From an optimization exercise on the open Yosys and OpenROAD flow, aimed at small area, a short achievable clock period and few clock cycles per item; shortcuts taken in it are not production practice. Only simulation tests tie the RTL to the original design; equivalence was not proved. Power is estimated from default activity; no workload was simulated.

`design/flow/run.sh`:
```
#!/bin/bash
# synth_recipe.tcl (not shown) runs the flow's synth.tcl, then flattens the netlist and writes it again
# the make line also repeats each setting of config.mk as NAME=value (left out here)
make -C /OpenROAD-flow-scripts/flow DESIGN_CONFIG=/design/flow/config.mk WORK_HOME=/design/flow/orfs CLKGATE_MAP_FILE= SYNTH_SCRIPT=/design/flow/synth_recipe.tcl finish
```
`design/flow/config.mk`:
```
export PLATFORM = sky130hd
export DESIGN_NAME = array
export DESIGN_NICKNAME = array
export VERILOG_FILES = /design/flow/design.v
export SDC_FILE = /design/flow/constraint.sdc
export NUM_CORES = 4
export LEC_CHECK = 0
export CAP_MARGIN = 20
export CORE_MARGIN = 2
export CORE_UTILIZATION = 40
export SLEW_MARGIN = 20
export SYNTH_HIERARCHICAL = 1
export SYNTH_MINIMUM_KEEP_SIZE = 0
```
`design/flow/constraint.sdc`:
```
create_clock -name core_clock -period 6.5 [get_ports {clk}]
set_input_delay 1.3000 -clock core_clock [delete_from_list [all_inputs] [get_ports {clk}]]
set_output_delay 1.3000 -clock core_clock [all_outputs]
set_load 0.01 [all_outputs]
```
`design/flow/design.v`:
```
`timescale 1ns / 1ps
module mac_pe_8_bit #(
    parameter W = 8
)(
    input  wire clk,
    input  wire clear,
    input  wire [W-1:0] a,
    input  wire [W-1:0] b,
    output reg  [2*W-1:0] product
);
    wire pp_0_0 = a[0] & b[0];
    wire pp_0_1 = a[0] & b[1];
    wire pp_0_2 = a[0] & b[2];
    wire pp_0_3 = a[0] & b[3];
    wire pp_0_4 = a[0] & b[4];
    wire pp_0_5 = a[0] & b[5];
    wire pp_0_6 = a[0] & b[6];
    wire pp_0_7 = ~(a[0] & b[7]);
    wire pp_1_0 = a[1] & b[0];
    wire pp_1_1 = a[1] & b[1];
    wire pp_1_2 = a[1] & b[2];
    wire pp_1_3 = a[1] & b[3];
    wire pp_1_4 = a[1] & b[4];
    wire pp_1_5 = a[1] & b[5];
    wire pp_1_6 = a[1] & b[6];
    wire pp_1_7 = ~(a[1] & b[7]);
    wire pp_2_0 = a[2] & b[0];
    wire pp_2_1 = a[2] & b[1];
    wire pp_2_2 = a[2] & b[2];
    wire pp_2_3 = a[2] & b[3];
    wire pp_2_4 = a[2] & b[4];
    wire pp_2_5 = a[2] & b[5];
    wire pp_2_6 = a[2] & b[6];
    wire pp_2_7 = ~(a[2] & b[7]);
    wire pp_3_0 = a[3] & b[0];
    wire pp_3_1 = a[3] & b[1];
    wire pp_3_2 = a[3] & b[2];
    wire pp_3_3 = a[3] & b[3];
    wire pp_3_4 = a[3] & b[4];
    wire pp_3_5 = a[3] & b[5];
    wire pp_3_6 = a[3] & b[6];
    wire pp_3_7 = ~(a[3] & b[7]);
    wire pp_4_0 = a[4] & b[0];
    wire pp_4_1 = a[4] & b[1];
    wire pp_4_2 = a[4] & b[2];
    wire pp_4_3 = a[4] & b[3];
    wire pp_4_4 = a[4] & b[4];
    wire pp_4_5 = a[4] & b[5];
    wire pp_4_6 = a[4] & b[6];
    wire pp_4_7 = ~(a[4] & b[7]);
    wire pp_5_0 = a[5] & b[0];
    wire pp_5_1 = a[5] & b[1];
    wire pp_5_2 = a[5] & b[2];
    wire pp_5_3 = a[5] & b[3];
    wire pp_5_4 = a[5] & b[4];
    wire pp_5_5 = a[5] & b[5];
    wire pp_5_6 = a[5] & b[6];
    wire pp_5_7 = ~(a[5] & b[7]);
    wire pp_6_0 = a[6] & b[0];
    wire pp_6_1 = a[6] & b[1];
    wire pp_6_2 = a[6] & b[2];
    wire pp_6_3 = a[6] & b[3];
    wire pp_6_4 = a[6] & b[4];
    wire pp_6_5 = a[6] & b[5];
    wire pp_6_6 = a[6] & b[6];
    wire pp_6_7 = ~(a[6] & b[7]);
    wire pp_7_0 = ~(a[7] & b[0]);
    wire pp_7_1 = ~(a[7] & b[1]);
    wire pp_7_2 = ~(a[7] & b[2]);
    wire pp_7_3 = ~(a[7] & b[3]);
    wire pp_7_4 = ~(a[7] & b[4]);
    wire pp_7_5 = ~(a[7] & b[5]);
    wire pp_7_6 = ~(a[7] & b[6]);
    wire pp_7_7 = a[7] & b[7];
    wire acc_0 = ~clear & product[0];
    wire acc_1 = ~clear & product[1];
    wire acc_2 = ~clear & product[2];
    wire acc_3 = ~clear & product[3];
    wire acc_4 = ~clear & product[4];
    wire acc_5 = ~clear & product[5];
    wire acc_6 = ~clear & product[6];
    wire acc_7 = ~clear & product[7];
    wire acc_8 = clear | product[8];
    wire acc_9 = clear | product[9];
    wire acc_10 = ~clear & product[10];
    wire acc_11 = ~clear & product[11];
    wire acc_12 = ~clear & product[12];
    wire acc_13 = ~clear & product[13];
    wire acc_14 = ~clear & product[14];
    wire acc_15 = clear | product[15];
    wire s0, c0;
    ha_cell u1 (.x(pp_0_5), .y(pp_1_4), .s(s0), .co(c0));
    wire s1, c1;
    fa_cell u2 (.x(pp_0_6), .y(pp_1_5), .z(pp_2_4), .s(s1), .co(c1));
    wire s2, c2;
    ha_cell u3 (.x(pp_3_3), .y(pp_4_2), .s(s2), .co(c2));
    wire s3, c3;
    fa_cell u4 (.x(pp_0_7), .y(pp_1_6), .z(pp_2_5), .s(s3), .co(c3));
    wire s4, c4;
    fa_cell u5 (.x(pp_3_4), .y(pp_4_3), .z(pp_5_2), .s(s4), .co(c4));
    wire s5, c5;
    ha_cell u6 (.x(pp_6_1), .y(pp_7_0), .s(s5), .co(c5));
    wire s6, c6;
    fa_cell u7 (.x(pp_1_7), .y(pp_2_6), .z(pp_3_5), .s(s6), .co(c6));
    wire s7, c7;
    fa_cell u8 (.x(pp_4_4), .y(pp_5_3), .z(pp_6_2), .s(s7), .co(c7));
    wire s8, c8;
    ha_cell u9 (.x(pp_7_1), .y(acc_8), .s(s8), .co(c8));
    wire s9, c9;
    fa_cell u10 (.x(pp_2_7), .y(pp_3_6), .z(pp_4_5), .s(s9), .co(c9));
    wire s10, c10;
    fa_cell u11 (.x(pp_5_4), .y(pp_6_3), .z(pp_7_2), .s(s10), .co(c10));
    wire s11, c11;
    fa_cell u12 (.x(pp_3_7), .y(pp_4_6), .z(pp_5_5), .s(s11), .co(c11));
    wire s12, c12;
    ha_cell u13 (.x(pp_0_3), .y(pp_1_2), .s(s12), .co(c12));
    wire s13, c13;
    fa_cell u14 (.x(pp_0_4), .y(pp_1_3), .z(pp_2_2), .s(s13), .co(c13));
    wire s14, c14;
    ha_cell u15 (.x(pp_3_1), .y(pp_4_0), .s(s14), .co(c14));
    wire s15, c15;
    fa_cell u16 (.x(pp_2_3), .y(pp_3_2), .z(pp_4_1), .s(s15), .co(c15));
    wire s16, c16;
    fa_cell u17 (.x(pp_5_0), .y(acc_5), .z(s0), .s(s16), .co(c16));
    wire s17, c17;
    fa_cell u18 (.x(pp_5_1), .y(pp_6_0), .z(acc_6), .s(s17), .co(c17));
    wire s18, c18;
    fa_cell u19 (.x(s1), .y(s2), .z(c0), .s(s18), .co(c18));
    wire s19, c19;
    fa_cell u20 (.x(acc_7), .y(s3), .z(s4), .s(s19), .co(c19));
    wire s20, c20;
    fa_cell u21 (.x(s5), .y(c1), .z(c2), .s(s20), .co(c20));
    wire s21, c21;
    fa_cell u22 (.x(s6), .y(s7), .z(s8), .s(s21), .co(c21));
    wire s22, c22;
    fa_cell u23 (.x(c3), .y(c4), .z(c5), .s(s22), .co(c22));
    wire s23, c23;
    fa_cell u24 (.x(acc_9), .y(s9), .z(s10), .s(s23), .co(c23));
    wire s24, c24;
    fa_cell u25 (.x(c6), .y(c7), .z(c8), .s(s24), .co(c24));
    wire s25, c25;
    fa_cell u26 (.x(pp_6_4), .y(pp_7_3), .z(acc_10), .s(s25), .co(c25));
    wire s26, c26;
    fa_cell u27 (.x(s11), .y(c9), .z(c10), .s(s26), .co(c26));
    wire s27, c27;
    fa_cell u28 (.x(pp_4_7), .y(pp_5_6), .z(pp_6_5), .s(s27), .co(c27));
    wire s28, c28;
    fa_cell u29 (.x(pp_7_4), .y(acc_11), .z(c11), .s(s28), .co(c28));
    wire s29, c29;
    fa_cell u30 (.x(pp_5_7), .y(pp_6_6), .z(pp_7_5), .s(s29), .co(c29));
    wire s30, c30;
    ha_cell u31 (.x(pp_0_2), .y(pp_1_1), .s(s30), .co(c30));
    wire s31, c31;
    fa_cell u32 (.x(pp_2_1), .y(pp_3_0), .z(acc_3), .s(s31), .co(c31));
    wire s32, c32;
    fa_cell u33 (.x(acc_4), .y(s13), .z(s14), .s(s32), .co(c32));
    wire s33, c33;
    fa_cell u34 (.x(s15), .y(s16), .z(c13), .s(s33), .co(c33));
    wire s34, c34;
    fa_cell u35 (.x(s17), .y(s18), .z(c15), .s(s34), .co(c34));
    wire s35, c35;
    fa_cell u36 (.x(s19), .y(s20), .z(c17), .s(s35), .co(c35));
    wire s36, c36;
    fa_cell u37 (.x(s21), .y(s22), .z(c19), .s(s36), .co(c36));
    wire s37, c37;
    fa_cell u38 (.x(s23), .y(s24), .z(c21), .s(s37), .co(c37));
    wire s38, c38;
    fa_cell u39 (.x(s25), .y(s26), .z(c23), .s(s38), .co(c38));
    wire s39, c39;
    fa_cell u40 (.x(s27), .y(s28), .z(c25), .s(s39), .co(c39));
    wire s40, c40;
    fa_cell u41 (.x(acc_12), .y(s29), .z(c27), .s(s40), .co(c40));
    wire s41, c41;
    fa_cell u42 (.x(pp_6_7), .y(pp_7_6), .z(acc_13), .s(s41), .co(c41));
    wire s42, c42;
    ha_cell u43 (.x(pp_0_1), .y(pp_1_0), .s(s42), .co(c42));
    wire s43, c43;
    fa_cell u44 (.x(pp_2_0), .y(acc_2), .z(s30), .s(s43), .co(c43));
    wire s44, c44;
    fa_cell u45 (.x(s12), .y(s31), .z(c30), .s(s44), .co(c44));
    wire s45, c45;
    fa_cell u46 (.x(c12), .y(s32), .z(c31), .s(s45), .co(c45));
    wire s46, c46;
    fa_cell u47 (.x(c14), .y(s33), .z(c32), .s(s46), .co(c46));
    wire s47, c47;
    fa_cell u48 (.x(c16), .y(s34), .z(c33), .s(s47), .co(c47));
    wire s48, c48;
    fa_cell u49 (.x(c18), .y(s35), .z(c34), .s(s48), .co(c48));
    wire s49, c49;
    fa_cell u50 (.x(c20), .y(s36), .z(c35), .s(s49), .co(c49));
    wire s50, c50;
    fa_cell u51 (.x(c22), .y(s37), .z(c36), .s(s50), .co(c50));
    wire s51, c51;
    fa_cell u52 (.x(c24), .y(s38), .z(c37), .s(s51), .co(c51));
    wire s52, c52;
    fa_cell u53 (.x(c26), .y(s39), .z(c38), .s(s52), .co(c52));
    wire s53, c53;
    fa_cell u54 (.x(c28), .y(s40), .z(c39), .s(s53), .co(c53));
    wire s54, c54;
    fa_cell u55 (.x(c29), .y(s41), .z(c40), .s(s54), .co(c54));
    wire s55, c55;
    fa_cell u56 (.x(pp_7_7), .y(acc_14), .z(c41), .s(s55), .co(c55));
    wire [15:0] row0 = {acc_15, s55, s54, s53, s52, s51, s50, s49, s48, s47, s46, s45, s44, s43, acc_1, pp_0_0};
    wire [15:0] row1 = {c55, c54, c53, c52, c51, c50, c49, c48, c47, c46, c45, c44, c43, c42, s42, acc_0};
    always @(posedge clk)
        product <= row0 + row1;
endmodule
module fa_cell (input wire x, input wire y, input wire z, output wire s, output wire co);
    assign s  = x ^ y ^ z;
    assign co = (x & y) | (x & z) | (y & z);
endmodule
module ha_cell (input wire x, input wire y, output wire s, output wire co);
    assign s  = x ^ y;
    assign co = x & y;
endmodule
`timescale 1ns / 1ps
module array #(
    parameter W = 8
)(
    input  wire clk,
    input  wire rst,
    input  wire start,
    input  wire signed [3*W-1:0] a,
    input  wire signed [3*W-1:0] b,
    output wire signed [9*2*W-1:0] result,
    output reg  result_valid
);
    reg beat1, beat2;
    reg accumulate;
    always @(posedge clk) begin
        if (rst) begin
            beat1        <= 1'b0;
            beat2        <= 1'b0;
            accumulate   <= 1'b0;
            result_valid <= 1'b0;
        end else begin
            beat1        <= start;
            beat2        <= beat1;
            accumulate   <= start | beat1;
            result_valid <= beat2;
        end
    end
    genvar i, j;
    generate
        for (i = 0; i < 3; i = i + 1) begin : row
            for (j = 0; j < 3; j = j + 1) begin : col
                mac_pe_8_bit PE (
                    .clk    (clk),
                    .clear  (~accumulate),
                    .a      (a[i*W +: W]),
                    .b      (b[j*W +: W]),
                    .product(result[(i*3 + j)*2*W +: 2*W])
                );
            end
        end
    endgenerate
endmodule
```
==> summary.md <==
| Metric | Value |
|---|---|
| Final net count | 3255 |
| Die Height | 244.8 microns |
| Routed len/inst | 19.22 microns |
| Final Util | 47.35% |
| PD cells | 490.9 mW/mm^2 |
| Yosys warns | 8 |
| First drt pass iteration count | 5 |
| Top cells by count, synth | and2_1 (450), fa_1 (441), nand2_1 (252) |
| DRC viols | 0 |
| Ys async rst share | 0% |
| Kind of critical path | in2reg |
| Worst IR drop on VDD | 0.3503 mV |
| Min Tclk post-route | 5.664 ns |
| Fin. Hold Viols | 0 |
| Detail Route Antenna Nets | 0 |
| Post_cts resized | 0 |
| CORE AREA | 0.05748 sq mm |
| Met1 usage | 29.08% |
| Status | finished clean |
| Crit path DAT | 6.03 ns |
| Clk buf depth | 2 |
| Crit share post-route | 87.14% |
| Via Count | 17450 |
| Post-synthesis cell area | 0.02319 sq mm |
| EDFF count, synth | 0 |
| Most instantiated library cell after synthesis | and2_1 |
| Layer with the highest usage | met2 |
| Syn Inst Count | 2277 |
| Clock transition at the registers of the reported paths | 0.06 ns |
| Min-Delay Path Class | reg2reg |
| RSZ-0062 raised after global routing | no |
| GRT met2 Usage | 38.64% |
| Yosys cell types | 33 |
| Largest net degree at the start of global routing | 47 |
| I/O pins | 196 |
| Clock latency on the worst-skew pair | 0.50 ns |
| CP max FO | 15 |
| Post-DP HPWL | 49.99 mm |
| CTS buffer count | 17 |
| Syn Nets | 2976 |
| Final setup vio count | 0 |
| Power, Total | 0.01336 W |
| Routing usage on met3 | 3.783% |
| Input/output buffers | 195 |
| Sink Count | 148 |
| Synth Area per Inst | 10.18 sq um |
| Tightest Pin Transition | 0.8674 ns |
| Routability cong. | 0.8831 |
| Layout area overhead | 17.37% |
| Critical Path RT | 6.87 ns |
| Root buffer cell | clkbuf_16 |
| Main synth FF type | dfxtp_1 |
| GRT Total Usage | 22.43% |
| Post-CTS Setup Bufs | 0 |
| Dpl ws | 0.3267 ns |
| Average vias per placed instance | 5.233 |
| Register bit total from synthesis | 148 |
| Slew Limit Fails | 0 |
| Site Rows | 88 |
| Die X | 244.8 microns |
| Starting Density | 40.34% |
| Total gr overflow | 0 |
| Vias in the first global route | 19540 |
| Maxcap violations | 0 |
| Antenna violations before repair | 2 |
| Leading area contributor after synthesis | fa_1 |
| Iter 0 DRT Violations | 673 |
| CTS H-tree lvls | 4 |
| Fraction of layout cells with a size suffix above 1 | 6.817% |
| Slew HR | 41.99% |
| Die Footprint | 0.05991 sq mm |
| Largest cells by area after synthesis | fa_1 (38%), dfxtp_1 (13%), and2_1 (12%) |
| First-pass GRT wire length | 104.8 mm |
| Wirelength, routed | 64.08 mm |
| Fmax | 0.1766 GHz |
| Post-Route Setup TNS | 0 ns |
| CP endpoint kind | flip-flop |
| Leak Pwr | 12.01 nW |
| Placement Cell Area | 0.02667 sq mm |
| Top-area cell type share of the netlist area | 38.08% |
| Hold buffers post-CTS | 0 |
| Fin Clk Skew | 0.01213 ns |
| CP startpoint kind | input port |
| Clock tree from TritonCTS | built |
| Final instance area | 0.02721 sq mm |
| Seq/Total Area, Yosys | 12.78% |
| Final WS setup | 0.8361 ns |
==> cell type report <==
| class | instances | area [sq um] |
|---|---|---|
| Antenna cell | 2 | 5.005 |
| Clock buffer | 21 | 460.4 |
| Clock inverter | 9 | 82.58 |
| Fill cell | 5481 | 30260 |
| Inverter | 19 | 73.82 |
| Multi-Input combinational cell | 2092 | 20080 |
| Sequential cell | 148 | 2963 |
| Tap cell | 765 | 957.2 |
| Timing Repair Buffer | 278 | 2587 |
==> per-module statistics from Yosys, one instance, submodules excluded <==
module        copies in the design  area [sq um]
mac_pe_8_bit                     9          1503
array                            1         112.6
fa_cell                        432         20.02
ha_cell                         72         12.51
==> per-stage QoR <==
stage	hold slack, ns	std cells
after global placement	0.4281	3302
final	0.4609	3334
after CTS	0.4671	3332
after detailed placement	0.4623	3302
after floorplan	0.4138	2277
after global routing	0.4916	3332
==> path summary, 6_finish.rpt <==
kind	endpoint	slack, ns	start	cells after the start
hold / removal	result_valid	0.46	beat2	1
setup reg to reg	row[2].col[1].PE.product[14]	1.97	accumulate	13
setup / recovery	row[2].col[2].PE.product[15]	0.84	a[17]	12
hold reg to reg	result_valid	0.46	beat2	1
==> flip-flops by register name, summed over array words and instances (netlist names) <==
signal,count
row.col.PE.product,144
accumulate,1
beat1,1
beat2,1
result_valid,1
==> metal layers <==
| layer | up-vias | wire, microns |
|---|---|---|
| li1 | 8172 | - |
| met1 | 8913 | 28610 |
| met2 | 299 | 31980 |
| met3 | 60 | 2370 |
| met4 | 2 | 1106 |
| met5 | - | 13 |
==> cells by family (layout without fill, tap and decap cells) <==
family | count (synthesis) | in the layout | share of synthesized area (%)
AO/OA/AOI/OAI | 352 | 352 | 9.854
XOR/XNOR | 117 | 117 | 4.420
adder cells (fa/ha/maj) | 648 | 648 | 49.25
buffers and inverters | 37 | 327 | 0.5990
flip-flops | 148 | 148 | 12.78
multiplexers | 9 | 9 | 0.4371
other | 0 | 2 | 0
AND/OR/NAND/NOR | 966 | 966 | 22.66
==> worst max-delay path, stage by stage <==
cell	delay, ns
clkdlybuf4s50_1	0.87
and2_1	0.42
fa_1	0.58
fa_1	0.45
fa_1	0.54
fa_1	0.50
ha_1	0.34
nand2_1	0.09
a211oi_1	0.27
nor2_1	0.14
o31ai_1	0.39
xnor2_1	0.12
==> report_power, final <==
group          total (W)  leakage (nW)  switching [W]  internal, W
clock network   0.000999         0.253       0.000461     0.000538
registers        0.00182          1.25       0.000324      0.00150
logic             0.0105          10.5        0.00570      0.00484
total             0.0134          12.0        0.00648      0.00688
==> cell usage in the layout, fill, tap and decap left out, drive strengths merged, types with 2 or more instances in the layout <==
cell type      netlist  routed
clkinvlp             0       5
dfxtp              148     148
o311ai               9       9
clkdlybuf4s50        0     195
o21bai              27      27
nand3               27      27
xnor2               63      63
o221ai               9       9
a211oi              18      18
or2                 18      18
and2               459     459
o21ai               54      54
buf                  0      83
and3                18      18
a31oi               18      18
nor2                54      54
diode                0       2
inv                 19      19
a21oi              153     153
a221oi               9       9
nor3                 9       9
o31ai                9       9
fa                 441     441
mux2                 9       9
a311o                9       9
nor2b              120     120
clkbuf              18      21
nand2b               9       9
nand2              252     252
clkinv               0       3
a21o                27      27
ha                 207     207
o21a                 9       9
xor2                54      54
Testbench counts, summed over its fixed seeds: cycles 14,408, items 4,800.

==> re-timing with driven ports <==
No port has a modelled driver above. Below, the same layout with a new extraction and two added sets of constraints.
Step 1 assumes that a clkbuf_16 drives the clock port and a buf_2 every other input.
Step 2, shift: input delay + t, output delay - t, t = (earliest + latest rising clock arrival at the registers) / 2. This alone moves slack from input paths to output paths.
Slacks: ideal / step 1 / step 2; pairs: ideal / step 1.
t (ns): 0.554
slack for setup (ns): 0.836 / 0.871 / 0.317
hold slack, ns: 0.461 / 0.461 / 0.461
worst data-port slew with drivers (ns): 0.08
After both steps setup and hold are still met in this run. For this run, drivers alone change the setup slack by +0.035 ns; drivers and shift together by -0.519 ns.
